From an optimization exercise on the open Yosys and OpenROAD flow, aimed at small area and a short achievable clock period; shortcuts taken in it are not production practice. The RTL was checked by simulation tests, not by an equivalence proof against the original design. Power figures rest on the tool's default switching activity, not on a simulated workload.

### flow/run.sh
#!/bin/bash
# synth_recipe.tcl (not shown) runs the flow's synth.tcl, then flattens the netlist and writes it again
# the make line also repeats each setting of config.mk as NAME=value (left out here)
make -C /OpenROAD-flow-scripts/flow DESIGN_CONFIG=/design/flow/config.mk WORK_HOME=/design/flow/orfs CLKGATE_MAP_FILE= SYNTH_SCRIPT=/design/flow/synth_recipe.tcl finish
### flow/design.v
module pll #(
    parameter PHASE_BITS = 32,
    parameter [0:0] OPT_TRACK_FREQUENCY = 1'b1,
    parameter [PHASE_BITS-1:0] INITIAL_PHASE_STEP = 0,
    parameter [0:0] OPT_GLITCHLESS = 1'b1
) (
    input wire i_clk,
    input wire i_reset,
    input wire i_ld,
    input wire [PHASE_BITS-1:0] i_step,
    input wire i_ce,
    input wire i_input,
    input wire [4:0] i_lgcoeff,
    output wire [PHASE_BITS-1:0] o_phase,
    output reg [1:0] o_err
);
    localparam MSB = PHASE_BITS - 1;
    reg agreed_output, lead;
    wire phase_err;
    reg [MSB:0] ctr, phase_correction, freq_correction, r_step;
    always @(posedge i_clk)
    if (i_reset)
        agreed_output <= 1'b0;
    else if (i_ce) begin
        if ((i_input) && (ctr[MSB]))
            agreed_output <= 1'b1;
        else if ((!i_input) && (!ctr[MSB]))
            agreed_output <= 1'b0;
    end
    always @(*) begin
        if (agreed_output)
            lead = (!ctr[MSB]) && (i_input);
        else
            lead = (ctr[MSB]) && (!i_input);
    end
    assign phase_err = (ctr[MSB] != i_input);
    always @(posedge i_clk)
        phase_correction <= {1'b1, {(MSB){1'b0}}} >> i_lgcoeff;
    always @(posedge i_clk)
    if (i_reset)
        ctr <= 0;
    else if (i_ce) begin
        if (!phase_err)
            ctr <= ctr + r_step;
        else if (lead) begin
            if (!OPT_GLITCHLESS || r_step > phase_correction)
                ctr <= ctr + r_step - phase_correction;
        end else begin
            ctr <= ctr + r_step + phase_correction;
        end
    end
    assign o_phase = ctr;
    always @(posedge i_clk)
        freq_correction <= {3'b001, {(MSB-2){1'b0}}} >> (2 * i_lgcoeff);
    always @(posedge i_clk)
    if (i_reset)
        r_step <= INITIAL_PHASE_STEP;
    else if (i_ld)
        r_step <= {1'b0, i_step[MSB-1:0]};
    else if ((i_ce) && (OPT_TRACK_FREQUENCY) && (phase_err)) begin
        if (lead)
            r_step <= r_step - freq_correction;
        else
            r_step <= r_step + freq_correction;
    end
    always @(posedge i_clk)
    if (i_reset)
        o_err <= 2'h0;
    else if (i_ce)
        o_err <= (!phase_err) ? 2'b00 : (lead ? 2'b11 : 2'b01);
endmodule
### flow/config.mk
export PLATFORM = sky130hd
export DESIGN_NAME = pll
export DESIGN_NICKNAME = pll
export VERILOG_FILES = /design/flow/design.v
export SDC_FILE = /design/flow/constraint.sdc
export NUM_CORES = 4
export LEC_CHECK = 0
export CAP_MARGIN = 20
export CORE_MARGIN = 2
export CORE_UTILIZATION = 40
export PLACE_DENSITY = 0.6
export SLEW_MARGIN = 20
### flow/constraint.sdc
create_clock -name core_clock -period 5.2 [get_ports {i_clk}]
set_input_delay 1.0400 -clock core_clock [delete_from_list [all_inputs] [get_ports {i_clk}]]
set_output_delay 1.0400 -clock core_clock [all_outputs]
set_load 0.01 [all_outputs]
==> results of run 1 <==
layer usage:
metal	global-route usage [%]	wire (µm)	vias up
li1	-	-	5279
met3	3.02	1060	55
met2	43.6	15900	231
met5	0	0	-
met4	9.81	1260	0
met1	31.2	15000	4770
registers in the layout (all words and copies together), names as in the netlist:
name and count:
phase_correction 31, freq_correction 1, agreed_output 1, ctr 32
o_err 2, r_step 32
critical path, cell delays in order:
cell and delay, ps:
clkdlybuf4s50_1 510, inv_1 60, ha_1 230, mux2_2 390, a31oi_1 220, xnor2_1 160
ha_1 290, a21o_1 200, or3_1 290, o21ai_0 220, buf_4 170, a21oi_2 60
o31ai_1 240, buf_4 160, a211oi_2 80, mux2i_1 210, xnor3_1 330, nand2_1 90
mux2_1 320
power groups by stage:
stage / logic (mW) / clock network (mW) / registers, mW
after global routing: 5.69 / 0.803 / 1.07
after detailed placement: 5.01 / 0 / 1.08
after global placement: 4.98 / 0 / 1.08
after CTS: 5.06 / 0.783 / 1.06
after floorplan: 3.23 / 0 / 1.04
final: 5.12 / 0.768 / 1.05
through the flow:
| step | TNS [ps] | setup slack (ps) |
|---|---|---|
| final | 0 | 165 |
| after global routing | -17.3 | -17.3 |
| after CTS | 0 | 16.4 |
| after detailed placement | -1570 | -318 |
| after global placement | -1440 | -315 |
| after floorplan | 0 | 277 |
placed cells by master (no fill, tap or decap), types with 12 or more instances in the layout:
cell type        count
a211oi_1            25
a21o_1              69
a21oi_1            137
a311oi_1            12
a31oi_1             14
and3_1              14
buf_4              163
clkdlybuf4s50_1     73
dfxtp_1             99
ha_1               130
inv_1               56
mux2i_1             12
nand2_1            100
nand2b_1            15
nand3_1             28
nand4_1             20
nor2_1             160
nor2b_1             19
nor3_1              25
o21a_1              15
o21ai_0             54
or3_1               12
xnor2_1             85
xor2_1              29
logic make-up after synthesis:
kind of cell / share of synthesized area [%]
compound gates: 27.7
xor+xnor: 10.2
fa+ha+maj: 16.4
buf+inv: 4.15
flops: 19.5
mux: 1.62
simple gates: 20.3
final cells by class:
class,count,share of cell area (%)
clock buffer,10,1.88
tap,330,3.25
clock inverter,6,0.600
inverter,57,1.68
sequential,99,15.6
multi-input combinational,1127,61.4
timing repair buffer,238,15.6
repair_timing:
item	in CTS	in global routing
buffers inserted	0	1
pin swaps	1	5
resized for setup	5	16
endpoints found under the setup margin	1	9
worst min-delay path by stage:
stage	slack, ps	from	to	cells after the start
floorplan	470	agreed_output	agreed_output	2
global placement	500	o_err[0]	o_err[0]	2
detailed placement	510	o_err[0]	o_err[0]	2
CTS	530	ctr[4]	ctr[4]	2
global route	550	ctr[4]	ctr[4]	2
finish	520	ctr[4]	ctr[4]	2
==> results.json, run 1 <==
{
  "first_pass_iters": 7,
  "timing.final.crit_share_pct": 96.8,
  "rows": 58,
  "r2r-end": "ctr[31]",
  "cts_buffers": 9,
  "setup_viol": 0,
  "cts_tree": "built",
  "vias": 10300,
  "rsz0062_at_grt": "yes",
  "drive_gt1_share_pct": 14.1,
  "cts_hold_buffers": 0,
  "ys_top_cells_by_count": "nor2_1 (160), a21oi_1 (139), ha_1 (130)",
  "ios": 76,
  "detail-route-antenna-nets": 0,
  "clock_sinks": 99,
  "finalMaxSlewViolations": 0,
  "clk_pin_slew_ps": 90,
  "required_ps": 5460,
  "p_switching_mw": 3.16,
  "die_w_um": 163,
  "hold_viol": 0,
  "endpoint": "ctr[31]",
  "synth_ff_type": "dfxtp_1",
  "cts_max_level": 3,
  "drt_wl_total_mm": 33.2,
  "drt-initial-drc-count": 614,
  "diodes": 0,
  "layout.cells.non_filler": 1867,
  "power_mw": 6.95,
  "crit_arrival_ps": 5290,
  "start_kind": "input port",
  "postPlaceCellArea_um2": 12300,
  "fin_area_um2": 12700,
  "peakVddDrop_v": 0.000265,
  "track_usage_pct": 25.0,
  "max_freq_mhz": 199,
  "routedWlPerCell_um": 17.8,
  "maxSlewHeadroom_pct": 50.3,
  "netlist_area_um2": 10100,
  "syn_to_final_growth_pct": 25.4,
  "start_util_pct": 40.5,
  "worstSetupEndpointType": "flip-flop",
  "tightest_slew_ps": 735,
  "timing_worst_setup_path_type": "input port to flip-flop",
  "worstSetupStartpoint": "i_input",
  "post-route-util_pct": 50.8,
  "insertion_delay_ps": 380,
  "synth-edff-count": 0,
  "synth.most_common_cell": "nor2_1",
  "p_leak_nw": 5.85,
  "yosysWarnings": 1,
  "clock_skew_ps": 13.7,
  "synth_area_leader_cell": "dfxtp_1",
  "core_area_um2": 25000,
  "layout.nets": 1706,
  "dpl.cell_count": 1850,
  "rrSetupSlack_ps": 250,
  "ys_ff_latch": 99,
  "viasPerCell": 5.54,
  "synth_cell_types": 73,
  "die_h_um": 163,
  "multi_input_area_um2": 7810,
  "grt_max_degree": 44,
  "power.share.clock_pct": 11.0,
  "async_flop_share_pct": 0,
  "swShare_pct": 45.4,
  "fillers": 2581,
  "pwr-share-comb_pct": 73.8,
  "r2r_cells": 20,
  "grt_pass1_wl_mm": 52.6,
  "drc": 0,
  "period_minus_slack_ps": 5030,
  "status": "complete, no violations",
  "netlist.area_leader.share_pct": 19.5,
  "antenna_found_initial": 0,
  "hp-class": "flip-flop to flip-flop",
  "seq_area_frac_synth_pct": 19.5,
  "timing.rr.start": "r_step[5]",
  "crit_fanout": 9,
  "dp_hpwl_mm": 26.8,
  "grt_overflow": 0,
  "syn_nets": 1510,
  "grt_pass1_vias": 10000,
  "gp_congestion": 0.931,
  "die-area_um2": 26600,
  "clock_path_buffers": 2,
  "final-seq-area_um2": 1980,
  "syn_inst": 1336,
  "cts_root_buf": "clkbuf_16",
  "avgSynthCellArea_um2": 7.59,
  "synth_area_leaders": "dfxtp_1 (20%), ha_1 (16%), xnor2_1 (7.3%), a21oi_1 (6.9%), nor2_1 (5.9%)",
  "cap_violations": 0,
  "hold_ws_ps": 521,
  "portBuffers": 74,
  "p_seq_share_pct": 15.2,
  "p_int_mw": 3.79,
  "p_per_area_nw_per_um2": 546
}
==> inputs of run 2 (changes only) <==
==> flow/design.v (replaced) <==
module pll #(
    parameter PHASE_BITS = 32,
    parameter [0:0] OPT_TRACK_FREQUENCY = 1'b1,
    parameter [PHASE_BITS-1:0] INITIAL_PHASE_STEP = 0,
    parameter [0:0] OPT_GLITCHLESS = 1'b1
) (
    input wire i_clk,
    input wire i_reset,
    input wire i_ld,
    input wire [PHASE_BITS-1:0] i_step,
    input wire i_ce,
    input wire i_input,
    input wire [4:0] i_lgcoeff,
    output wire [PHASE_BITS-1:0] o_phase,
    output reg [1:0] o_err
);
    reg agreed_output;
    reg [31:0] ctr, r_step;
    reg [4:0] lgc;        
    always @(posedge i_clk)
        lgc <= i_lgcoeff;
    wire [31:0] pge, fge;
    genvar i, l;
    generate
        for (i = 0; i < 32; i = i + 1) begin : g_mask
            assign pge[i] = (lgc >= 31 - i);
            if (i >= 1 && i <= 29 && (i % 2) == 1)
                assign fge[i] = (lgc >= (29 - i) / 2) && (lgc < 15);
            else if (i >= 30)
                assign fge[i] = (lgc < 15);
            else if (i >= 1)
                assign fge[i] = fge[i-1];
            else
                assign fge[i] = 1'b0;
        end
    endgenerate
    wire [31:0] pc = pge & ~{pge[30:0], 1'b0};
    wire s = ctr[31];
    wire pe = s ^ i_input;
    wire lead = agreed_output ^ s;      
    wire [31:0] g0 = ctr & r_step;
    wire [31:0] p0 = ctr ^ r_step;
    wire [31:0] G [0:5];
    wire [31:0] P [0:5];
    assign G[0] = g0;
    assign P[0] = p0;
    generate
        for (l = 0; l < 5; l = l + 1) begin : g_lvl
            for (i = 0; i < 32; i = i + 1) begin : g_bit
                if ((i >> l) & 1) begin
                    assign G[l+1][i] = G[l][i] | (P[l][i] & G[l][((i >> l) << l) - 1]);
                    assign P[l+1][i] = P[l][i] & P[l][((i >> l) << l) - 1];
                end else begin
                    assign G[l+1][i] = G[l][i];
                    assign P[l+1][i] = P[l][i];
                end
            end
        end
    endgenerate
    wire [31:0] sum0 = p0 ^ {G[5][30:0], 1'b0};
    wire [31:0] m = (sum0 ^ {32{lead}}) | ~pge;
    wire [31:0] A [0:5];
    assign A[0] = m;
    generate
        for (l = 0; l < 5; l = l + 1) begin : g_alvl
            for (i = 0; i < 32; i = i + 1) begin : g_abit
                if ((i >> l) & 1)
                    assign A[l+1][i] = A[l][i] & A[l][((i >> l) << l) - 1];
                else
                    assign A[l+1][i] = A[l][i];
            end
        end
    endgenerate
    wire [31:0] pflip = pge & {A[5][30:0], 1'b1};
    wire above = |(r_step & {pge[30:0], 1'b0});
    wire rk = |(r_step & pc);
    wire below = |(r_step & ~pge);
    wire cmp = above | (rk & below);
    wire hold = lead & ~cmp;
    wire [31:0] fm = (r_step ^ {32{lead}}) | ~fge;
    wire [31:0] B [0:5];
    assign B[0] = fm;
    generate
        for (l = 0; l < 5; l = l + 1) begin : g_blvl
            for (i = 0; i < 32; i = i + 1) begin : g_bbit
                if ((i >> l) & 1)
                    assign B[l+1][i] = B[l][i] & B[l][((i >> l) << l) - 1];
                else
                    assign B[l+1][i] = B[l][i];
            end
        end
    endgenerate
    wire [31:0] fflip = fge & {B[5][30:0], 1'b1};
    always @(posedge i_clk)
    if (i_reset)
        agreed_output <= 1'b0;
    else if (i_ce && !pe)
        agreed_output <= s;
    always @(posedge i_clk)
    if (i_reset)
        ctr <= 0;
    else if (i_ce)
        ctr <= !pe ? sum0 : hold ? ctr : (sum0 ^ pflip);
    assign o_phase = ctr;
    always @(posedge i_clk)
    if (i_reset)
        r_step <= 0;
    else if (i_ld)
        r_step <= {1'b0, i_step[30:0]};
    else if (i_ce && pe)
        r_step <= r_step ^ fflip;
    always @(posedge i_clk)
    if (i_reset)
        o_err <= 2'h0;
    else if (i_ce)
        o_err <= {pe & lead, pe};
endmodule
--- a/flow/config.mk
+++ b/flow/config.mk
@@ -11,2 +11,3 @@
 export PLACE_DENSITY = 0.6
+export SETUP_SLACK_MARGIN = 1.5
 export SLEW_MARGIN = 20
==> run 2 against run 1 <==
  * Sequential cell count is 27 lower
  * Hold slack got worse by 67 ps
  * Maximum frequency is 14% higher
  * Power down 67%
  * Via count fell by 23%
  * First-iteration DRC count decreased by 5.7%
  * Register-to-register slack better by 530 ps
  * Sequential power fell by 36%
  * Combinational power down 83%
  * Still clean on timing, DRC and antenna
  * Cell area shrank 26%
  * Die area fell by 25%
  * Utilization grew 0.28 points
==> results.json, run 2 <==
{
  "antenna_found_initial": 0,
  "routedWlPerCell_um": 19.8,
  "ys_top_cells_by_count": "nor2_1 (142), nand2_1 (91), a21oi_1 (79)",
  "crit_slowest_cell": "or4_4",
  "crit_top_cell": "inv_2",
  "viasPerCell": 5.95,
  "clock_sinks": 72,
  "ios": 76,
  "cts_root_buf": "clkbuf_16",
  "track_usage_pct": 25.9,
  "dp_hpwl_mm": 19.3,
  "rsz0062_at_grt": "yes",
  "clock_path_buffers": 2,
  "synth_area_leader_cell": "dfxtp_1",
  "cap_violations": 0,
  "die-area_um2": 19900,
  "core_area_um2": 18500,
  "cts_tree": "built",
  "required_ps": 5440,
  "grt_max_degree": 39,
  "clock_skew_ps": 8.54,
  "power.share.clock_pct": 32.2,
  "layout.nets": 1169,
  "timing_worst_setup_path_type": "flip-flop to flip-flop",
  "tightest_slew_ps": 921,
  "cp.buffers_inverters": 2,
  "p_per_area_nw_per_um2": 239,
  "diodes": 0,
  "first_pass_iters": 5,
  "slowest_delay_ps": 460,
  "detail-route-antenna-nets": 0,
  "hold_viol": 0,
  "die_h_um": 141,
  "peakVddDrop_v": 0.000136,
  "yosysWarnings": 1,
  "final_cell_mix": "nor2_1 (136), nand2_1 (89), a21oi_1 (73), clkdlybuf4s50_1 (73), xnor2_1 (69)",
  "synth-edff-count": 0,
  "p_switching_mw": 0.796,
  "setup_viol": 0,
  "cts_buffers": 9,
  "swShare_pct": 35.1,
  "syn_inst": 1021,
  "crit_family": "simple AND/OR/NAND/NOR gates",
  "die_w_um": 141,
  "start_util_pct": 40.5,
  "p_leak_nw": 3.51,
  "syn_to_final_growth_pct": 26.2,
  "ys_ff_latch": 72,
  "maxSlewHeadroom_pct": 38.3,
  "drive_gt1_share_pct": 15.6,
  "worstSetupStartpoint": "ctr[0]",
  "grt_pass1_wl_mm": 40.4,
  "start_kind": "flip-flop",
  "pwr-share-comb_pct": 38.3,
  "status": "complete, no violations",
  "avgSynthCellArea_um2": 7.34,
  "finalMaxSlewViolations": 0,
  "reg.largest.list": "ctr: 32 flops, r_step: 32 flops, lgc: 5 flops",
  "synth.most_common_cell": "nor2_1",
  "gp_congestion": 0.983,
  "crit_arrival_ps": 4650,
  "period_minus_slack_ps": 4420,
  "vias": 7917,
  "seq_area_frac_synth_pct": 19.2,
  "rows": 50,
  "drt_wl_total_mm": 26.3,
  "insertion_delay_ps": 350,
  "p_int_mw": 1.47,
  "cts_max_level": 3,
  "grt_pass1_vias": 7306,
  "p_seq_share_pct": 29.5,
  "hold_ws_ps": 454,
  "drc": 0,
  "fin_tns_setup_ps": 0,
  "synth_area_leaders": "dfxtp_1 (19%), xnor2_1 (8.9%), nor2_1 (7.1%), a21oi_1 (5.3%), ha_1 (5.0%)",
  "max_freq_mhz": 226,
  "synth_cell_types": 89,
  "timing.rr.start": "ctr[0]",
  "portBuffers": 74,
  "crit_fanout": 5,
  "syn_nets": 1098,
  "timing.final.crit_share_pct": 84.9,
  "hp-class": "flip-flop to flip-flop",
  "grt_overflow": 0,
  "holdCritStartpoint": "o_err[0]",
  "netlist_area_um2": 7500,
  "async_flop_share_pct": 0,
  "worstSetupEndpointType": "flip-flop",
  "synth_ff_type": "dfxtp_1",
  "drt-initial-drc-count": 579,
  "power_mw": 2.27,
  "clk_pin_slew_ps": 60,
  "netlist.area_leader.share_pct": 19.2,
  "path_cells": "ha_4, inv_2, fa_2, nand2b_4, a211oi_4, o211ai_4, and2_4, inv_2, fa_1, xnor2_1, nand2_1, o21ai_2, a31o_1, or4_4, nor4_4, nand4_1, mux2i_1, mux2_1",
  "final_common_cell": "nor2_1"
}
-- run 2: per-layer routing --
metal / share of wire, % / routed length [µm] / track usage (%) / up-vias
met1: 44 / 11600 / 35.1 / 3700
met3: 6.5 / 1720 / 3.63 / 64
li1: - / - / - / 3842
met5: 0 / 0 / 0 / -
met2: 45 / 11900 / 41.2 / 311
met4: 3.9 / 1030 / 11.1 / 0
-- run 2: tightest hold or removal path: stages, from the launching register on --
cell and delay (ps):
dfxtp_1 310, nand2_1 50, a21oi_1 50
-- run 2: power groups by stage --
stage,Combinational [mW],Clock (mW),Sequential (mW)
2_1_floorplan,0.563,0,0.653
3_3_place_gp,0.775,0,0.678
3_5_place_dp,0.782,0,0.677
4_1_cts,0.810,0.748,0.665
5_1_grt,0.944,0.762,0.672
6_report,0.868,0.730,0.667
-- run 2: cell families (layout without fill, tap and decap cells) --
group,after synthesis,after routing,share of synthesized area (%)
compound gates,276,276,25.9
xor+xnor,111,111,14.0
fa+ha+maj,35,35,6.34
buf+inv,93,169,4.84
flops,72,72,19.2
mux,21,21,3.00
simple gates,413,413,26.7
-- run 2: repair_timing --
item                                    in CTS  in global routing
setup buffers                                9                 15
gates cloned                                 0                  0
endpoints found under the setup margin      41                 39
pin swaps                                   18                 28
gates resized for setup                     27                 46
hold buffers                                 0                  0
-- run 2: final timing paths --
check / to / slack [ps] / depth (start not counted)
worst max-delay path: ctr[31] / 780 / 18
worst min-delay path: o_err[0] / 450 / 2
worst max register to register: ctr[31] / 780 / 18
worst min register to register: o_err[0] / 450 / 2
-- run 2: area by class of cell --
class | instances | area (µm²)
tap | 234 | 293
sequential | 72 | 1470
multi-input combinational | 856 | 6060
inverter | 20 | 75.1
fill | 1841 | 9060
clock inverter | 5 | 106
clock buffer | 11 | 233
timing repair buffer | 133 | 1220
-- run 2: stage by stage --
stage | cells | worst slack (ps) | cell area, µm² | util (%)
2_1_floorplan | 1021 | 918 | 7590 | -
3_3_place_gp | 1291 | 463 | 8630 | 46.6
3_5_place_dp | 1291 | 416 | 8630 | 46.6
4_1_cts | 1316 | 760 | 9140 | 49.3
5_1_grt | 1331 | 620 | 9460 | 51.1
6_report | 1331 | 783 | 9460 | 51.1
==> inputs of run 3 (changes only) <==
--- a/flow/config.mk
+++ b/flow/config.mk
@@ -11,3 +11,2 @@
 export PLACE_DENSITY = 0.6
-export SETUP_SLACK_MARGIN = 1.5
 export SLEW_MARGIN = 20
==> run 3 against run 2 <==
  * Highest routed layer unchanged
  * Hold slack better by 9.8 ps
  * Global-route usage is essentially flat
  * Clock-buffer cell count fell by 1
  * Critical path depth down 2
  * Critical path type unchanged
  * Largest cell class unchanged
  * Sequential cell count unchanged
  * Register-to-register slack got worse by 540 ps
  * Sequential power barely moved
  * Synthesized cell count unchanged
  * Maximum frequency fell by 11%
  * Cell area decreased by 5.5%
  * Largest power group is now clock
==> results.json, run 3 <==
{
  "max_freq_mhz": 202,
  "setup_ws_ps": 245,
  "cts_tree": "built",
  "start_util_pct": 40.5,
  "clock_skew_ps": 5.78,
  "postPlaceCellArea_um2": 8550,
  "start_kind": "flip-flop",
  "detail-route-antenna-nets": 0,
  "final_cell_mix": "nor2_1 (142), nand2_1 (91), a21oi_1 (79)",
  "die_h_um": 141,
  "grt_max_degree": 46,
  "slowest_delay_ps": 520,
  "die_w_um": 141,
  "globalRouteMet1Util_pct": 35.5,
  "required_ps": 5440,
  "maxSlewHeadroom_pct": 39.4,
  "grt_overflow": 0,
  "rsz0062_at_grt": "no",
  "p_seq_share_pct": 29.7,
  "p_switching_mw": 0.756,
  "cts_max_level": 3,
  "pre_cts_ws_ps": 225,
  "clk_pin_slew_ps": 60,
  "grt_util_met2_pct": 40.3,
  "fillers": 1898,
  "synth-edff-count": 0,
  "dpl.cell_count": 1293,
  "rrSetupSlack_ps": 240,
  "setup_viol": 0,
  "portBuffers": 74,
  "synth.most_common_cell": "nor2_1",
  "worstSetupStartpoint": "r_step[14]",
  "grt.met3_usage_pct": 4.08,
  "die-area_um2": 19900,
  "ys_ff_latch": 72,
  "cts_buffers": 9,
  "hold_ws_ps": 464,
  "hold_viol": 0,
  "rows": 50,
  "power.share.clock_pct": 35.4,
  "fin_tns_setup_ps": 0,
  "reg.largest.list": "ctr: 32 flops, r_step: 32 flops, lgc: 5 flops",
  "p_leak_nw": 3.37,
  "crit_family": "simple AND/OR/NAND/NOR gates",
  "fin_area_um2": 8930,
  "ys_top_cells_by_count": "nor2_1 (142), nand2_1 (91), a21oi_1 (79)",
  "netlist_area_um2": 7500,
  "drc": 0,
  "drive_gt1_share_pct": 8.36,
  "timing.rr.start": "r_step[14]",
  "cts_hold_buffers": 0,
  "core_area_um2": 18500,
  "p_int_mw": 1.48,
  "gp_congestion": 0.986,
  "timing_worst_setup_path_type": "flip-flop to flip-flop",
  "period_minus_slack_ps": 4960,
  "holdCritStartpoint": "o_err[0]",
  "swShare_pct": 33.8,
  "cts_root_buf": "clkbuf_16",
  "p_per_area_nw_per_um2": 250,
  "track_usage_pct": 25.8,
  "seq_area_frac_synth_pct": 19.2,
  "async_flop_share_pct": 0,
  "finalMaxSlewViolations": 0,
  "viasPerCell": 6.01,
  "syn_inst": 1021,
  "tightest_slew_ps": 908,
  "yosysWarnings": 1,
  "crit_arrival_ps": 5200,
  "cp.buffers_inverters": 1,
  "final_common_cell": "nor2_1",
  "cap_violations": 0,
  "syn_nets": 1098,
  "layout.cells.non_filler": 1310,
  "syn_to_final_growth_pct": 19.2,
  "hp-class": "flip-flop to flip-flop",
  "timing.final.crit_share_pct": 95.3,
  "dp_hpwl_mm": 19.1,
  "ios": 76,
  "worstSetupEndpointType": "flip-flop",
  "layout.nets": 1149,
  "clock_path_buffers": 2,
  "diodes": 0,
  "path_cells": "ha_1, and2_1, a221o_1, a21oi_2, and2_1, inv_1, fa_1, xnor2_1, xnor2_1, o21ai_0, a31o_1, or4_4, nor4_4, nand4_1, mux2i_1, mux2_1",
  "crit_slowest_cell": "or4_4",
  "vias": 7874,
  "status": "complete, no violations",
  "routedWlPerCell_um": 19.4,
  "netlist.area_leader.share_pct": 19.2,
  "busiest_layer": "met2",
  "crit_fanout": 6,
  "pwr-share-comb_pct": 34.9,
  "first_pass_iters": 6,
  "drt-initial-drc-count": 652,
  "avgSynthCellArea_um2": 7.34,
  "synth_cell_types": 89,
  "grt_pass1_wl_mm": 40.3,
  "grt_pass1_vias": 7226,
  "antenna_found_initial": 0,
  "synth_area_leader_cell": "dfxtp_1",
  "synth_ff_type": "dfxtp_1",
  "peakVddDrop_v": 0.000144,
  "synth_area_leaders": "dfxtp_1 (19%), xnor2_1 (8.9%), nor2_1 (7.1%), a21oi_1 (5.3%), ha_1 (5.0%)",
  "clock_sinks": 72,
  "drt_wl_total_mm": 25.4,
  "insertion_delay_ps": 350
}
[run 3: cell count changes in the layout (fill, tap and decap cells not counted), moves of 5 or more]
cell / before / now
dfxtp_1: 57 / 70
a21oi_4: 5 / 0
buf_6: 8 / 0
nor2_1: 136 / 142
dfxtp_4: 5 / 0
buf_4: 50 / 38
xnor2_2: 7 / 1
xnor2_1: 69 / 75
ha_1: 23 / 30
a21oi_1: 73 / 79
dfxtp_2: 10 / 2
[run 3: final timing paths]
path / end / cells past startpoint
max: ctr[31] / 16
min: o_err[0] / 2
max reg2reg: ctr[31] / 16
min reg2reg: o_err[0] / 2
[run 3: layout make-up]
cell class | instances | area, µm² | area share [%]
Clock buffer | 10 | 239 | 2.68
Clock inverter | 5 | 129 | 1.44
Inverter | 20 | 75.1 | 0.840
Multi-Input combinational cell | 856 | 5710 | 63.9
Sequential cell | 72 | 1440 | 16.2
Tap cell | 234 | 293 | 3.28
Timing Repair Buffer | 113 | 1040 | 11.7
[run 3: logic make-up after synthesis]
group / count (synthesis) / synth area share (%)
AO/OA/AOI/OAI: 276 / 25.9
XOR/XNOR: 111 / 14.0
adder cells (fa/ha/maj): 35 / 6.34
buffers and inverters: 93 / 4.84
flip-flops: 72 / 19.2
multiplexers: 21 / 3.00
AND/OR/NAND/NOR: 413 / 26.7
[run 3: through the flow]
stage / power [mW] / utilization [%]
after global placement: 1.44 / 46.2
after global routing: 2.35 / 48.2
after floorplan: 1.20 / -
after detailed placement: 1.44 / 46.2
after CTS: 2.24 / 48.1
final: 2.24 / 48.2
[run 3: power groups by stage]
stage	Clock, mW	Sequential [mW]	Combinational [mW]
6_report	0.791	0.665	0.781
5_1_grt	0.825	0.670	0.859
2_1_floorplan	0	0.651	0.552
4_1_cts	0.801	0.663	0.776
3_5_place_dp	0	0.675	0.769
3_3_place_gp	0	0.675	0.766
[run 3: tightest hold or removal path, cell delays in order (launching register included)]
cell     delay [ps]
dfxtp_1         310
nand2_1          50
a21oi_1          60
[run 3: repair_timing]
action / 4_1_cts / 5_1_grt
setup endpoints to repair: 0 / 1
resized for setup: 0 / 2
setup buffers: 0 / 2
[run 3: metal layers]
layer  share of wire, %  vias up
met3                6.2       63
met2                 44      321
li1                   -     3824
met4                4.1        0
met5                  0        -
met1                 45     3666
==> inputs of run 4 (changes only) <==
==> flow/flow/run.sh (new file) <==
#!/bin/bash
# Standard layout, except that after the standard synthesis the combinational
# logic is mapped again with a delay-driven ABC script (flow/remap.abc). The
# flip-flops of the standard synthesis are kept as they are (same cells, same
# names); only the gates between them change.
set -euo pipefail
W=$PWD
RES=$W/orfs/results/$FLOW_PLATFORM/pll/base
LIB=$FLOW_HOME/platforms/sky130hd/lib/sky130_fd_sc_hd__tt_025C_1v80.lib
YOSYS=$FLOW_HOME/../tools/install/yosys/bin/yosys
[ -x "$YOSYS" ] || YOSYS=yosys

# 1. the standard synthesis
bash standard.sh synth > $W/log_1_synth.txt 2>&1

# 2. re-map the logic between the flip-flops
cp $RES/1_2_yosys.v $W/std_1_2_yosys.v
DU=""
for c in sky130_fd_sc_hd__probe_p_8 sky130_fd_sc_hd__probec_p_8 \
    $(grep -o "sky130_fd_sc_hd__lpflow_[a-z0-9_]*" $FLOW_HOME/platforms/sky130hd/config.mk); do
  DU="$DU -dont_use $c"
done
cat > $W/remap.ys <<EOS
read_liberty -wb -ignore_miss_func $LIB
read_verilog $W/std_1_2_yosys.v
hierarchy -top $FLOW_TOP
setattr -mod -set keep_hierarchy 1 =sky130_fd_sc_hd__df* =sky130_fd_sc_hd__edf* =sky130_fd_sc_hd__sdf*
flatten -wb
opt_clean -purge
select $FLOW_TOP
abc -script $W/flow/remap.abc -liberty $LIB $DU
opt_clean -purge
hilomap -singleton -hicell sky130_fd_sc_hd__conb_1 HI -locell sky130_fd_sc_hd__conb_1 LO
splitnets
insbuf -buf sky130_fd_sc_hd__buf_4 A X
opt_clean -purge
stat -liberty $LIB
write_verilog -noattr -nohex -nodec -selected $W/remapped.v
EOS
$YOSYS -l $W/log_2_remap.txt -q $W/remap.ys
# same flip-flops as the standard synthesis
grep -oE "sky130_fd_sc_hd__[a-z]*df[a-z0-9_]* +[^ ]+" $W/std_1_2_yosys.v | sort > $W/ff_std.txt
grep -oE "sky130_fd_sc_hd__[a-z]*df[a-z0-9_]* +[^ ]+" $W/remapped.v | sort > $W/ff_new.txt
cmp $W/ff_std.txt $W/ff_new.txt
cp $W/remapped.v $RES/1_2_yosys.v
touch $RES/1_2_yosys.v

# 3. the rest of the standard layout
bash standard.sh finish > $W/log_3_finish.txt 2>&1
==> flow/flow/remap.abc (new file) <==
strash
dch -f
map -D 2500
buffer -p
upsize -D 2500
dnsize -D 2500
==> flow/standard.sh (new file) <==
#!/bin/bash
# synth_recipe.tcl (not shown) runs the flow's synth.tcl, then flattens the netlist and writes it again
# the make line also repeats each setting of config.mk as NAME=value (left out here)
make -C /OpenROAD-flow-scripts/flow DESIGN_CONFIG=/design/flow/config.mk WORK_HOME=/design/flow/orfs CLKGATE_MAP_FILE= SYNTH_SCRIPT=/design/flow/synth_recipe.tcl "${@:-finish}"
removed: flow/run.sh
==> run 4 against run 3 <==
  * Still clean
  * Combinational power increased by about 10%
  * Register-to-register slack improved by 940 ps
  * Routed wire length increased by 2.7%
  * Non-clock buffer count decreased by 17
  * Via count increased by 2.8%
  * Critical endpoint unchanged
  * Largest power group is now combinational cells
==> results.json, run 4 <==
{
  "status": "complete, no violations",
  "grt_overflow": 0,
  "track_usage_pct": 28.1,
  "clock_path_buffers": 2,
  "worstSetupStartpoint": "i_input",
  "min_path_cells": 2,
  "first_pass_iters": 6,
  "power_mw": 2.26,
  "core_area_um2": 17400,
  "hold_viol": 0,
  "crit_slowest_cell": "clkdlybuf4s50_1",
  "finalMaxSlewViolations": 0,
  "dp_hpwl_mm": 20.7,
  "ctsResizeCount": 0,
  "cts_buffers": 9,
  "crit_top_cell": "nand2_1",
  "path_cells": "clkdlybuf4s50_1, xor2_1, nand2_1, a21oi_1, nand2_1, a21oi_2, nand2_1, a21oi_1, and3_1, nand2_1, nor4_4, nand2_2, nor2_8, inv_2, o21bai_2, nand3_1, nand3_1, o21ai_0",
  "worstSetupEndpointType": "flip-flop",
  "fin_area_um2": 8310,
  "cp.buffers_inverters": 2,
  "fin_tns_setup_ps": 0,
  "cap_violations": 0,
  "holdCritStartpoint": "ctr[9]",
  "grt_pass1_vias": 7248,
  "period_minus_slack_ps": 4100,
  "cts_root_buf": "clkbuf_16",
  "avgSynthCellArea_um2": 5.95,
  "syn_to_final_growth_pct": 16.4,
  "vias": 8095,
  "timing.final.crit_share_pct": 78.8,
  "syn_nets": 1241,
  "pre_cts_ws_ps": 728,
  "r2r_cells": 17,
  "timing.rr.start": "lgc[3]",
  "clock_sinks": 72,
  "insertion_delay_ps": 360,
  "die_h_um": 138,
  "drt-initial-drc-count": 616,
  "setup_viol": 0,
  "grt_pass1_wl_mm": 40.2,
  "die-area_um2": 18900,
  "rows": 48,
  "required_ps": 5450,
  "reg.largest.list": "ctr: 32 flops, r_step: 32 flops, lgc: 5 flops",
  "clock_skew_ps": 11.7,
  "routedWlPerCell_um": 17.7,
  "cts_max_level": 3,
  "postPlaceCellArea_um2": 7980,
  "yosysWarnings": 1,
  "max_freq_mhz": 244,
  "tightest_slew_ps": 737,
  "multi_input_area_um2": 4700,
  "detail-route-antenna-nets": 0,
  "portBuffers": 74,
  "crit_fanout": 5,
  "maxSlewHeadroom_pct": 50.2,
  "final_cell_mix": "nor2_1 (229), nand2_1 (149), inv_1 (142)",
  "drt_wl_total_mm": 26.1,
  "p_per_area_nw_per_um2": 272,
  "peakVddDrop_v": 0.000184,
  "hold_ws_ps": 488,
  "rsz0062_at_grt": "no",
  "clk_pin_slew_ps": 70,
  "hp-class": "flip-flop to flip-flop",
  "cts_tree": "built",
  "crit_arrival_ps": 4350,
  "diodes": 0,
  "netlist_area_um2": 7140,
  "fillers": 1889,
  "setup_ws_ps": 1100,
  "viasPerCell": 5.48,
  "start_kind": "input port",
  "drive_gt1_share_pct": 7.91,
  "crit_family": "simple AND/OR/NAND/NOR gates",
  "cts_setup_buffers": 0,
  "gp_congestion": 1.02,
  "syn_inst": 1199,
  "slowest_delay_ps": 530,
  "start_util_pct": 41.1,
  "grt_max_degree": 29,
  "cts_hold_buffers": 0,
  "final-seq-area_um2": 1440,
  "cp.depth": 18,
  "p_leak_nw": 3.46,
  "drc": 0,
  "layout.nets": 1289,
  "ios": 76,
  "die_w_um": 138,
  "timing_worst_setup_path_type": "input port to flip-flop",
  "final_common_cell": "nor2_1",
  "antenna_found_initial": 0
}
[run 4: per-stage QoR]
stage               cells  utilization (%)
detailed placement   1461             46.0
CTS                  1477             47.9
global route         1477             47.9
floorplan            1199                -
finish               1477             47.9
global placement     1461             46.0
[run 4: worst reg2reg max path, delay by kind of cell (launching register included)]
kind	cells	cell delay, ps
DFF	1	620
and+or+nand+nor	5	960
buffers and inverters	4	580
AOI/OAI and AO/OA	8	1740
[run 4: worst paths after layout]
check,endpoint,slack [ps]
worst min-delay path,ctr[9],490
worst max register to register,ctr[15],1180
worst min register to register,ctr[9],490
worst max-delay path,ctr[31],1100
[run 4: layer usage]
layer	part of all wire (%)	global-route usage (%)	routed length (µm)	vias up
li1	-	-	-	4093
met2	45	45.8	11800	277
met1	45	37.1	11900	3671
met3	6.7	5.59	1740	54
met4	2.8	9.34	729	0
met5	0	0	0	-
[run 4: cell type report]
type	count	area share, %
clock buffer	11	3.04
clock inverter	5	0.949
inverter	172	7.86
multi-input combinational	896	56.5
sequential	72	17.3
tap	225	3.39
timing repair buffer	96	10.9
[run 4: report_power, final]
group / internal, mW / switching, mW / leakage [nW] / total (mW)
sequential: 0.609 / 0.0770 / 0.598 / 0.686
clock: 0.446 / 0.268 / 0.165 / 0.713
combinational: 0.331 / 0.531 / 2.70 / 0.862
total: 1.39 / 0.876 / 3.46 / 2.26
==> inputs of run 5 (changes only) <==
==> flow/flow/run.sh (replaced) <==
#!/bin/bash
# Own layout flow. It is the standard layout (standard.sh) except for the
# mapping of the logic between the flip-flops:
#  1. the standard synthesis runs unchanged (standard.sh synth);
#  2. the design is synthesised again with the same Yosys steps up to the
#     flip-flop mapping, so the flip-flops come out with the same names and
#     cells; then the gates are mapped with delay-driven ABC scripts in two
#     parts: the logic fed by the input ports (which arrive late) and the rest;
set -euo pipefail
W=$PWD
RES=$W/orfs/results/$FLOW_PLATFORM/pll/base
LIB=$FLOW_HOME/platforms/sky130hd/lib/sky130_fd_sc_hd__tt_025C_1v80.lib
CFG=$FLOW_HOME/platforms/sky130hd/config.mk
YOSYS=$FLOW_HOME/../tools/install/yosys/bin/yosys
[ -x "$YOSYS" ] || YOSYS=yosys

bash standard.sh synth > $W/log_1_std_synth.txt 2>&1
cp $RES/1_2_yosys.v $W/std_1_2_yosys.v

DU=""
for c in sky130_fd_sc_hd__probe_p_8 sky130_fd_sc_hd__probec_p_8 \
    $(grep -o "sky130_fd_sc_hd__lpflow_[a-z0-9_]*" $CFG); do
  DU="$DU -dont_use $c"
done
cat > $W/own_synth.ys <<EOS
read_liberty -lib $LIB
read_verilog -defer $FLOW_DESIGN
hierarchy -check -top $FLOW_TOP
synth -flatten -nofsm -noshare -top $FLOW_TOP -run :fine
synth -nofsm -noshare -top $FLOW_TOP -run fine:
rename -wire
opt -purge
dfflibmap -liberty $LIB $DU
opt
setundef -zero
select -set ins w:i_ce w:i_reset w:i_ld w:i_step w:i_input
select -set late @ins %co*:-sky130_fd_sc_hd__dfxtp_1[Q] t:sky130_fd_sc_hd__dfxtp_1 %d
select -set early t:* @late %d t:sky130_fd_sc_hd__dfxtp_1 %d
abc -script $W/flow/early.abc -liberty $LIB $DU @early
abc -script $W/flow/late.abc -liberty $LIB $DU @late
opt_clean -purge
hilomap -singleton -hicell sky130_fd_sc_hd__conb_1 HI -locell sky130_fd_sc_hd__conb_1 LO
splitnets
insbuf -buf sky130_fd_sc_hd__buf_4 A X
opt_clean -purge
rename -hide w:*\$func\$*
check -assert -mapped
stat -liberty $LIB
write_verilog -noattr -nohex -nodec $W/own_1_2_yosys.v
EOS
$YOSYS -l $W/log_2_own_synth.txt -q $W/own_synth.ys > /dev/null

grep -oE "sky130_fd_sc_hd__[a-z]*df[a-z0-9_]* +[^ ]+" $W/std_1_2_yosys.v | sort > $W/ff_std.txt
grep -oE "sky130_fd_sc_hd__[a-z]*df[a-z0-9_]* +[^ ]+" $W/own_1_2_yosys.v | sort > $W/ff_own.txt
cmp $W/ff_std.txt $W/ff_own.txt
cp $W/own_1_2_yosys.v $RES/1_2_yosys.v
touch $RES/1_2_yosys.v

bash standard.sh finish > $W/log_3_finish.txt 2>&1
==> flow/flow/early.abc (new file) <==
strash
dch -f
map -D 2000
buffer -p
upsize -D 2000
dnsize -D 2000
==> flow/flow/late.abc (new file) <==
strash
dch -f
map -D 400
buffer -p
upsize -D 400
dnsize -D 400
removed: flow/flow/remap.abc
==> run 5 against run 4 <==
  * Clock skew fell by 5.5 ps
  * Cell area grew 15%
  * Clock-buffer cell count unchanged
  * Global-route usage fell by 3.2 points
  * Clock power rose by 7.3%
  * Maximum frequency decreased by 8.9%
  * Final cell count grew 11%
  * Via count is 14% higher
  * Hold slack got worse by 4.5 ps
  * Register-to-register slack got worse by 480 ps
  * Sequential power is 1% higher
  * Non-clock buffer count down 8
  * Critical path type is now flip-flop to flip-flop
  * Highest routed layer unchanged
==> results.json, run 5 <==
{
  "grt_max_degree": 65,
  "hold_viol": 0,
  "timing_worst_setup_path_type": "flip-flop to flip-flop",
  "final_common_cell": "nand2_1",
  "crit_slowest_cell": "dfxtp_1",
  "diodes": 0,
  "timing.final.crit_share_pct": 86.5,
  "die_w_um": 148,
  "fillers": 2165,
  "syn_to_final_growth_pct": 14.9,
  "netlist_area_um2": 8350,
  "finalMaxSlewViolations": 0,
  "slowest_delay_ps": 500,
  "clock_skew_ps": 6.17,
  "path_cells": "clkinv_1, nor2_1, nand2_1, nand2_1, nor2_1, o21ai_0, a21boi_0, nand3_1, a31oi_1, o31a_1, nand2_1, nor2_1, inv_1, nor2_1, nand2_1, a311oi_2, nand2_1, xor2_1, nand3_1, a21oi_1",
  "start_kind": "flip-flop",
  "reg.largest.list": "ctr: 32 flops, r_step: 32 flops, lgc: 5 flops",
  "yosysWarnings": 1,
  "clock_path_buffers": 2,
  "dp_hpwl_mm": 20.4,
  "start_util_pct": 41.0,
  "status": "complete, no violations",
  "rows": 52,
  "layout.nets": 1400,
  "clock_sinks": 72,
  "cts_buffers": 9,
  "track_usage_pct": 24.9,
  "cts_max_level": 3,
  "p_per_area_nw_per_um2": 266,
  "antenna_found_initial": 0,
  "syn_inst": 1313,
  "final_cell_mix": "nand2_1 (283), nor2_1 (160), inv_1 (129)",
  "fin_tns_setup_ps": 0,
  "postPlaceCellArea_um2": 9210,
  "period_minus_slack_ps": 4500,
  "cap_violations": 0,
  "hp-class": "flip-flop to flip-flop",
  "setup_viol": 0,
  "grt_pass1_wl_mm": 44.0,
  "min_path_cells": 2,
  "r2r_cells": 20,
  "cts_tree": "built",
  "drt_wl_total_mm": 27.5,
  "grt_overflow": 0,
  "die-area_um2": 22000,
  "core_area_um2": 20400,
  "cts_setup_buffers": 0,
  "post-route-util_pct": 47.1,
  "p_leak_nw": 4.42,
  "required_ps": 5490,
  "insertion_delay_ps": 350,
  "worstSetupEndpointType": "flip-flop",
  "first_pass_iters": 8,
  "detail-route-antenna-nets": 0,
  "viasPerCell": 5.64,
  "crit_top_cell": "nand2_1",
  "ios": 76,
  "fin_area_um2": 9590,
  "grt_pass1_vias": 8526,
  "avgSynthCellArea_um2": 6.36,
  "die_h_um": 148,
  "drc": 0,
  "drive_gt1_share_pct": 6.38,
  "tightest_slew_ps": 1060,
  "maxSlewHeadroom_pct": 29.3,
  "drt-initial-drc-count": 717,
  "vias": 9207,
  "ctsResizeCount": 0,
  "syn_nets": 1355,
  "gp_congestion": 0.934,
  "cts_hold_buffers": 0,
  "crit_arrival_ps": 4790,
  "clk_pin_slew_ps": 60,
  "max_freq_mhz": 222,
  "rsz0062_at_grt": "no",
  "peakVddDrop_v": 0.000158,
  "crit_fanout": 15,
  "cts_root_buf": "clkbuf_16",
  "routedWlPerCell_um": 16.8,
  "portBuffers": 74
}
[run 5: cell types whose count changed in the layout (fill, tap and decap cells not counted), sizes merged, moves of 8 or more]
cell,change
xor2,+26
o21ai,-57
xnor2,+8
nor2,-70
nand3,+27
inv,-25
a21oi,-66
buf,-8
a211oi,-13
o211a,+57
nand3b,+60
nand2,+128
nand4,+50
[run 5: per-layer routing]
metal / wire, µm / global-route usage, %
met1: 12500 / 32.9
met4: 671 / 8.19
met5: 0 / 0
met3: 1540 / 3.50
met2: 12800 / 41.8
[run 5: critical path, delay by kind of cell (launching register included)]
kind | cells | cell delay, ps
buffers and inverters | 2 | 400
AO/OA/AOI/OAI | 6 | 1360
XOR/XNOR | 1 | 160
flip-flops | 1 | 500
AND/OR/NAND/NOR | 11 | 2000
[run 5: report_power, final]
group / internal (mW) / switching, mW / total (mW)
sequential: 0.605 / 0.0881 / 0.693
combinational: 0.430 / 0.659 / 1.09
clock: 0.495 / 0.271 / 0.765
[run 5: cell type report]
class,instances,area [µm²],share of cell area (%)
tap,270,338,3.52
timing repair buffer,88,866,9.03
inverter,144,556,5.79
clock buffer,11,253,2.64
multi-input combinational,1043,6030,62.9
sequential,72,1440,15.0
clock inverter,5,103,1.07
[run 5: stage by stage]
stage | instances | hold WS [ps] | setup WS (ps) | total power [mW]
final | 1633 | 484 | 703 | 2.55
after global routing | 1633 | 509 | 290 | 2.72
after CTS | 1632 | 480 | 794 | 2.55
after detailed placement | 1616 | 468 | 813 | 1.78
after global placement | 1616 | 460 | 895 | 1.76
after floorplan | 1313 | 461 | 1880 | 1.49
[run 5: worst paths after layout]
path	from	endpoint	slack (ps)
min reg2reg	o_err[0]	o_err[0]	480
max reg2reg	lgc[3]	r_step[31]	700
min	o_err[0]	o_err[0]	480
max	lgc[3]	r_step[31]	700
==> inputs of run 6 (changes only) <==
==> flow/flow/early.abc (replaced) <==
strash
dch -f
map -D 2600
buffer -p
upsize -D 2600
dnsize -D 2600
==> run 6 against run 5 <==
  * Still clean
  * Sequential share of layout area grew 0.58 points
  * Clock power decreased by 19%
  * Sequential power barely moved
  * Sequential cell count unchanged
  * Non-clock buffer count stayed put
  * Clock-buffer cell count up 2
  * Power fell by 6.5%
  * Cell area down 3.7%
  * Critical path type unchanged
==> results.json, run 6 <==
{
  "syn_inst": 1221,
  "path_cells": "inv_4, nor2_2, nor2_1, a21oi_1, nor2_1, a211oi_2, nor2_1, a2111oi_0, o21a_1, nor2_1, nor3_1, xor2_1, nand2_1, o21ai_1, nor4_4, nand4_1, xor2_1, nand3b_1, nand4_1, o211a_1",
  "hold_ws_ps": 468,
  "viasPerCell": 5.57,
  "hold_viol": 0,
  "slowest_delay_ps": 570,
  "drive_gt1_share_pct": 7.07,
  "cp.buffers_inverters": 1,
  "netlist_area_um2": 8010,
  "layout.nets": 1313,
  "clk_pin_slew_ps": 60,
  "clock_path_buffers": 2,
  "dpl.cell_count": 1523,
  "maxSlewHeadroom_pct": 33.8,
  "required_ps": 5460,
  "first_pass_iters": 7,
  "vias": 8572,
  "reg.largest.list": "ctr: 32 flops, r_step: 32 flops, lgc: 5 flops",
  "portBuffers": 74,
  "final_cell_mix": "nand2_1 (200), nor2_1 (186), inv_1 (118)",
  "die_w_um": 146,
  "timing.final.crit_share_pct": 88.3,
  "yosysWarnings": 1,
  "peakVddDrop_v": 0.000172,
  "finalMaxSlewViolations": 0,
  "start_util_pct": 40.9,
  "drt_wl_total_mm": 26.6,
  "cts_tree": "built",
  "crit_slowest_cell": "dfxtp_1",
  "fillers": 2082,
  "dp_hpwl_mm": 19.5,
  "grt_max_degree": 65,
  "tightest_slew_ps": 969,
  "cts_setup_buffers": 0,
  "cts_root_buf": "clkbuf_16",
  "postPlaceCellArea_um2": 8900,
  "fin_tns_setup_ps": 0,
  "worstSetupEndpointType": "flip-flop",
  "p_leak_nw": 4.18,
  "cts_buffers": 9,
  "grt_overflow": 0,
  "routedWlPerCell_um": 17.3,
  "crit_top_cell": "nor2_1",
  "rsz0062_at_grt": "no",
  "syn_to_final_growth_pct": 15.2,
  "cts_max_level": 3,
  "grt_pass1_vias": 8206,
  "setup_viol": 0,
  "detail-route-antenna-nets": 0,
  "final_common_cell": "nand2_1",
  "rows": 51,
  "ios": 76,
  "insertion_delay_ps": 360,
  "drc": 0,
  "crit_family": "simple AND/OR/NAND/NOR gates",
  "clock_skew_ps": 8.73,
  "fin_area_um2": 9230,
  "ctsResizeCount": 0,
  "cts_hold_buffers": 0,
  "crit_fanout": 10,
  "start_kind": "flip-flop",
  "p_per_area_nw_per_um2": 258,
  "layout.cells.non_filler": 1538,
  "antenna_found_initial": 0,
  "crit_arrival_ps": 4850,
  "syn_nets": 1263,
  "period_minus_slack_ps": 4590,
  "timing_worst_setup_path_type": "flip-flop to flip-flop",
  "avgSynthCellArea_um2": 6.56,
  "grt_pass1_wl_mm": 43.5,
  "hp-class": "flip-flop to flip-flop",
  "status": "complete, no violations",
  "drt-initial-drc-count": 767,
  "cap_violations": 0,
  "die_h_um": 146,
  "power_mw": 2.38,
  "gp_congestion": 0.980,
  "track_usage_pct": 25.1,
  "die-area_um2": 21200,
  "core_area_um2": 19600,
  "clock_sinks": 72,
  "max_freq_mhz": 218,
  "diodes": 0
}
==> run 6: area by class of cell <==
| type | instances | area (µm²) | share of cell area [%] |
|---|---|---|---|
| clock buffer | 13 | 280 | 3.04 |
| inverter | 145 | 568 | 6.15 |
| multi-input combinational | 955 | 5730 | 62.0 |
| sequential | 72 | 1440 | 15.6 |
| tap | 265 | 332 | 3.59 |
| timing repair buffer | 88 | 886 | 9.59 |
==> run 6: stage by stage <==
stage | worst slack (ps) | utilization [%]
CTS | 686 | 46.8
global placement | 799 | 45.4
finish | 607 | 47.1
floorplan | 1480 | -
detailed placement | 726 | 45.4
global route | 306 | 47.1
==> run 6: worst paths after layout <==
path	to	slack (ps)	start	depth (start not counted)
setup reg to reg	ctr[27]	610	r_step[9]	20
setup / recovery	ctr[27]	610	r_step[9]	20
hold reg to reg	o_err[0]	470	o_err[0]	2
hold / removal	o_err[0]	470	o_err[0]	2
==> run 6: routing by layer <==
metal	vias up	global-route usage, %	part of all wire, %
met2	224	40.9	46
met4	0	8.38	1.8
met1	4054	33.6	47
met3	41	4.26	5.5
li1	4253	-	-
met5	-	0	0
==> run 6: tightest hold or removal path, cell delays in order, from the launching register on <==
cell and delay [ps]:
dfxtp_1 300, nand2_1 60, a21oi_1 60
==> run 6: report_power, final <==
| group | switching, mW | internal (mW) | total (mW) |
|---|---|---|---|
| clock network | 0.250 | 0.367 | 0.617 |
| registers | 0.0890 | 0.606 | 0.695 |
| logic | 0.640 | 0.431 | 1.07 |
| total | 0.979 | 1.40 | 2.38 |
==> inputs of run 7 (changes only) <==
==> flow/flow/early.abc (replaced) <==
strash
dch -f
map -D 1500
buffer -p
upsize -D 1500
dnsize -D 1500
==> run 7 against run 6 <==
  * Clock-buffer cell count is 2 lower
  * Largest cell class unchanged
  * Final cell count is 17% higher
  * Maximum frequency is 14% higher
  * First-iteration DRC count is 3.1% higher
  * Via count is 23% higher
  * Sequential share of layout area is 1.9 points lower
  * Synthesized area is 16% higher
  * Sequential cell count stayed put
  * Global-route usage is 0.99 points higher
  * Synthesized cell count is 21% higher
  * Critical path type unchanged
  * Cell area is 14% higher
==> results.json, run 7 <==
{
  "status": "complete, no violations",
  "clock_sinks": 72,
  "crit_fanout": 25,
  "syn_to_final_growth_pct": 13.1,
  "start_kind": "flip-flop",
  "postPlaceCellArea_um2": 10200,
  "hp-class": "flip-flop to flip-flop",
  "period_minus_slack_ps": 4040,
  "finalMaxSlewViolations": 0,
  "drc": 0,
  "start_util_pct": 40.8,
  "gp_congestion": 0.946,
  "grt_pass1_vias": 9962,
  "portBuffers": 74,
  "path_cells": "inv_1, nand2_1, nand2_2, inv_1, buf_4, nand2_1, nand3_1, nand2_1, nor2_1, o211a_4, o2111ai_4, nor2_1, nand4_1, o31ai_1, nand2_1, nand3b_1, nand4_1, o211a_1",
  "layout.nets": 1559,
  "setup_viol": 0,
  "viasPerCell": 5.85,
  "syn_nets": 1514,
  "required_ps": 5450,
  "tightest_slew_ps": 966,
  "cts_buffers": 9,
  "cap_violations": 0,
  "rows": 55,
  "ios": 76,
  "cts_hold_buffers": 0,
  "peakVddDrop_v": 0.000133,
  "grt_overflow": 0,
  "cts_max_level": 3,
  "routedWlPerCell_um": 17.4,
  "syn_inst": 1472,
  "avgSynthCellArea_um2": 6.30,
  "cts_tree": "built",
  "track_usage_pct": 26.1,
  "cts_setup_buffers": 0,
  "slowest_delay_ps": 770,
  "drt_wl_total_mm": 31.5,
  "timing_worst_setup_path_type": "flip-flop to flip-flop",
  "antenna_found_initial": 0,
  "final_cell_mix": "nand2_1 (348), inv_1 (143), nand3_1 (136)",
  "ctsResizeCount": 0,
  "first_pass_iters": 5,
  "p_leak_nw": 5.02,
  "crit_slowest_cell": "dfxtp_1",
  "fin_area_um2": 10500,
  "yosysWarnings": 1,
  "hold_ws_ps": 474,
  "grt_max_degree": 65,
  "core_area_um2": 22700,
  "netlist_area_um2": 9280,
  "grt_pass1_wl_mm": 51.3,
  "drive_gt1_share_pct": 6.44,
  "diodes": 0,
  "reg.largest.list": "ctr: 32 flops, r_step: 32 flops, lgc: 5 flops",
  "die_w_um": 156,
  "detail-route-antenna-nets": 0,
  "final_common_cell": "nand2_1",
  "dp_hpwl_mm": 23.1,
  "die-area_um2": 24400,
  "p_per_area_nw_per_um2": 253,
  "clock_path_buffers": 2,
  "vias": 10600,
  "rsz0062_at_grt": "no",
  "crit_arrival_ps": 4280,
  "clk_pin_slew_ps": 60,
  "cts_root_buf": "clkbuf_16",
  "clock_skew_ps": 5.61,
  "drt-initial-drc-count": 791,
  "worstSetupEndpointType": "flip-flop",
  "max_freq_mhz": 248,
  "crit_top_cell": "nand2_1",
  "timing.final.crit_share_pct": 77.6,
  "insertion_delay_ps": 350,
  "maxSlewHeadroom_pct": 35.6,
  "die_h_um": 156,
  "fin_tns_setup_ps": 0,
  "hold_viol": 0
}
==> run 7: cell type report <==
class | instances | area [µm²]
clock inverters | 5 | 78.8
flip-flops and latches | 72 | 1440
clock buffers | 11 | 253
fillers | 2450 | 12200
well taps | 285 | 357
inverters | 156 | 597
multi-input cells | 1185 | 6880
repair buffers | 93 | 878
==> run 7: layer usage <==
metal / routed length [µm] / track usage (%) / vias up
met4: 919 / 10.0 / 0
li1: - / - / 5228
met5: 0 / 0 / -
met2: 14600 / 43.5 / 364
met3: 1850 / 3.96 / 66
met1: 14200 / 33.8 / 4904
==> run 7: critical path: cells and delay by family (launching register included) <==
family | cells | cell delay, ps
and+or+nand+nor | 11 | 1730
AOI/OAI and AO/OA | 4 | 830
DFF | 1 | 770
buffers and inverters | 3 | 580
==> run 7: power breakdown <==
part / internal, mW / switching [mW] / leakage (nW)
clock: 0.446 / 0.272 / 0.165
combinational: 0.483 / 0.746 / 4.26
sequential: 0.605 / 0.103 / 0.597
total: 1.53 / 1.12 / 5.02
==> run 7: final timing paths <==
path / endpoint / slack [ps] / cells after the start / startpoint
worst max-delay path: ctr[20] / 1160 / 18 / ctr[31]
worst min-delay path: o_err[0] / 470 / 2 / o_err[0]
worst max register to register: ctr[20] / 1160 / 18 / ctr[31]
worst min register to register: o_err[0] / 470 / 2 / o_err[0]
==> run 7: per-stage QoR <==
| step | power (mW) | utilization [%] | instances | worst slack [ps] |
|---|---|---|---|---|
| 2_1_floorplan | 1.61 | - | 1472 | 2210 |
| 3_3_place_gp | 1.92 | 44.7 | 1791 | 1260 |
| 3_5_place_dp | 1.93 | 44.7 | 1791 | 1220 |
| 4_1_cts | 2.66 | 46.2 | 1807 | 1200 |
| 5_1_grt | 2.84 | 46.2 | 1807 | 773 |
| 6_report | 2.65 | 46.2 | 1807 | 1160 |
==> inputs of run 8 (changes only) <==
==> flow/flow/early.abc (replaced) <==
strash
dch -f
map -D 2000
buffer -p
upsize -D 2000
dnsize -D 2000
--- a/flow/config.mk
+++ b/flow/config.mk
@@ -11,2 +11,3 @@
 export PLACE_DENSITY = 0.6
+export SETUP_SLACK_MARGIN = 2.0
 export SLEW_MARGIN = 20
==> run 8 against run 7 <==
  * Still clean
  * Utilization grew 12 points
  * Routed wire length increased by 2.7%
  * Non-clock buffer count up 110
  * Sequential share of layout area down 0.84 points
  * Global-route usage increased by 2.0 points
  * Critical path type unchanged
  * Largest cell class unchanged
  * Largest power group unchanged
==> results.json, run 8 <==
{
  "status": "complete, no violations",
  "tightest_slew_ps": 1080,
  "worstSetupStartpoint": "r_step[7]",
  "detail-route-antenna-nets": 0,
  "fin_area_um2": 11800,
  "peakVddDrop_v": 0.000169,
  "core_area_um2": 20400,
  "clock_skew_ps": 8.75,
  "die_w_um": 148,
  "antenna_found_initial": 0,
  "insertion_delay_ps": 360,
  "maxSlewHeadroom_pct": 28.1,
  "worstSetupEndpointType": "flip-flop",
  "avgSynthCellArea_um2": 6.36,
  "timing_worst_setup_path_type": "flip-flop to flip-flop",
  "finalMaxSlewViolations": 0,
  "rsz0062_at_grt": "yes",
  "r2r-end": "ctr[26]",
  "die-area_um2": 22000,
  "rows": 52,
  "p_per_area_nw_per_um2": 257,
  "required_ps": 5510,
  "grt_overflow": 0,
  "layout.nets": 1517,
  "first_pass_iters": 7,
  "viasPerCell": 5.75,
  "min_path_cells": 2,
  "grt_max_degree": 65,
  "hold_viol": 0,
  "dp_hpwl_mm": 20.4,
  "die_h_um": 148,
  "start_util_pct": 41.0,
  "yosysWarnings": 1,
  "cts_tree": "built",
  "drt-initial-drc-count": 745,
  "syn_inst": 1313,
  "gp_congestion": 0.940,
  "postPlaceCellArea_um2": 9200,
  "crit_fanout": 7,
  "timing.final.crit_share_pct": 67.3,
  "crit_slowest_cell": "dfxtp_2",
  "syn_to_final_growth_pct": 41.0,
  "drt_wl_total_mm": 32.4,
  "timing.rr.start": "r_step[7]",
  "routedWlPerCell_um": 18.5,
  "r2r_cells": 21,
  "p_leak_nw": 5.23,
  "clock_path_buffers": 2,
  "cts_hold_buffers": 0,
  "diodes": 0,
  "max_freq_mhz": 286,
  "final_cell_mix": "nand2_1 (268), inv_1 (112), buf_4 (100)",
  "cts_buffers": 9,
  "setup_viol": 0,
  "vias": 10100,
  "final_common_cell": "nand2_1",
  "cts_root_buf": "clkbuf_16",
  "clock_sinks": 72,
  "start_kind": "flip-flop",
  "hp-class": "flip-flop to flip-flop",
  "holdCritStartpoint": "o_err[0]",
  "cts_max_level": 3,
  "crit_arrival_ps": 3810,
  "drc": 0,
  "fin_tns_setup_ps": 0,
  "track_usage_pct": 28.0,
  "clk_pin_slew_ps": 70,
  "cap_violations": 0,
  "syn_nets": 1355,
  "netlist_area_um2": 8350,
  "ios": 76,
  "portBuffers": 74,
  "path_cells": "inv_2, nor2_4, nor2_4, nand2_2, nor3_4, o21bai_4, buf_4, o21a_4, o211ai_1, xnor2_2, a21oi_1, o21ai_0, nand2_1, nor3_4, buf_6, buf_16, nand4_1, nand2_1, nand3b_1, nand4_1, o211a_1",
  "hold_path_end": "o_err[0]",
  "grt_pass1_vias": 9067,
  "drive_gt1_share_pct": 27.4,
  "slowest_delay_ps": 350,
  "reg.largest.list": "ctr: 32 flops, r_step: 32 flops, lgc: 5 flops",
  "rrSetupSlack_ps": 1700,
  "period_minus_slack_ps": 3500,
  "grt_pass1_wl_mm": 48.3
}
## run 8: cell types whose count changed in the layout (fill, tap and decap cells not counted), moves of 31 or more
cell and delta:
nor2_2 +32, buf_4 +81, nand3_1 -66, inv_1 -31, dfxtp_1 -32, nand2_1 -80
## run 8: repair_timing
item | in CTS | in global routing
gates cloned | 5 | 1
endpoints found under the setup margin | 56 | 51
setup buffers | 59 | 54
pin swaps | 75 | 61
gates resized for setup | 163 | 167
## run 8: metrics by stage
stage / worst slack, ps / hold WS, ps / utilization (%) / cells / total power [mW]
floorplan: 2000 / 461 / - / 1313 / 1.49
global placement: 902 / 466 / 45.2 / 1615 / 1.77
detailed placement: 876 / 464 / 45.2 / 1615 / 1.78
CTS: 1720 / 477 / 52.6 / 1695 / 2.79
global route: 1410 / 493 / 57.8 / 1750 / 3.17
finish: 1700 / 479 / 57.8 / 1750 / 3.02
## run 8: critical path, delay by kind of cell, from the launching register on
kind	cells	cell delay, ps
AND/OR/NAND/NOR	10	1280
flip-flops	1	350
XOR/XNOR	1	210
AO/OA/AOI/OAI	6	1010
buffers and inverters	4	590
## run 8: worst max-delay path by stage
stage               endpoint  slack, ps  depth (start not counted)
floorplan            ctr[16]       2000                         21
global placement     ctr[30]        900                         21
detailed placement   ctr[30]        880                         21
CTS                  ctr[30]       1720                         23
global route         ctr[30]       1410                         21
finish               ctr[26]       1700                         21
## run 8: where the power goes
| part | total, mW | switching [mW] | internal, mW |
|---|---|---|---|
| Combinational | 1.51 | 0.848 | 0.660 |
| Sequential | 0.702 | 0.0937 | 0.608 |
| Clock | 0.812 | 0.282 | 0.529 |
| Total | 3.02 | 1.22 | 1.80 |
## run 8: layout make-up
cell class,count,area (µm²)
multi-input combinational,1045,7020
clock buffer,10,239
tap,270,338
timing repair buffer,203,1930
sequential,72,1520
clock inverter,6,130
fill,1917,8600
inverter,144,591
## run 8: routing by layer
metal | share of wire [%] | track usage (%) | vias up
met5 | 0 | 0 | -
met4 | 3.7 | 10.1 | 0
met3 | 6.5 | 6.13 | 90
met2 | 48 | 47.3 | 366
met1 | 42 | 35.2 | 4777
li1 | - | - | 4832

## what the ideal ports hide
How much do the figures lean on ideal ports? The routed layouts below were timed once more, with nothing changed but the port constraints.
Step 1, drivers: a clkbuf_16 drives i_clk and a buf_2 each remaining input, both assumed.
Step 2 also shifts input and output timing later by t, the mid clock arrival at the registers, as if the neighbouring blocks saw the same clock.
a / b / c = ideal ports / drivers / drivers and shift; a / b = the first two.
run	t (ns)	slack for setup (ns)	hold WS [ns]	slew at the worst register clock pin (ns)
run 1	0.415	0.165 / 0.179 / -0.236	0.521 / 0.521 / 0.521	0.09 / 0.09
run 2	0.398	0.783 / 0.783 / 0.682	0.454 / 0.454 / 0.454	0.06 / 0.06
run 3	0.395	0.245 / 0.245 / 0.245	0.464 / 0.464 / 0.464	0.06 / 0.06
run 4	0.397	1.103 / 1.119 / 0.722	0.488 / 0.488 / 0.488	0.07 / 0.07
run 5	0.395	0.703 / 0.703 / 0.703	0.484 / 0.484 / 0.484	0.06 / 0.06
run 6	0.403	0.607 / 0.607 / 0.607	0.468 / 0.468 / 0.468	0.06 / 0.06
run 7	0.402	1.164 / 1.164 / 1.164	0.474 / 0.474 / 0.474	0.06 / 0.06
run 8	0.405	1.698 / 1.698 / 1.698	0.479 / 0.479 / 0.479	0.07 / 0.07
With both steps, setup timing fails in run 1, where it was met with ideal ports. The setup slack of run 1, which loses most, moves by +0.014 ns with the drivers and by -0.401 ns with both steps.
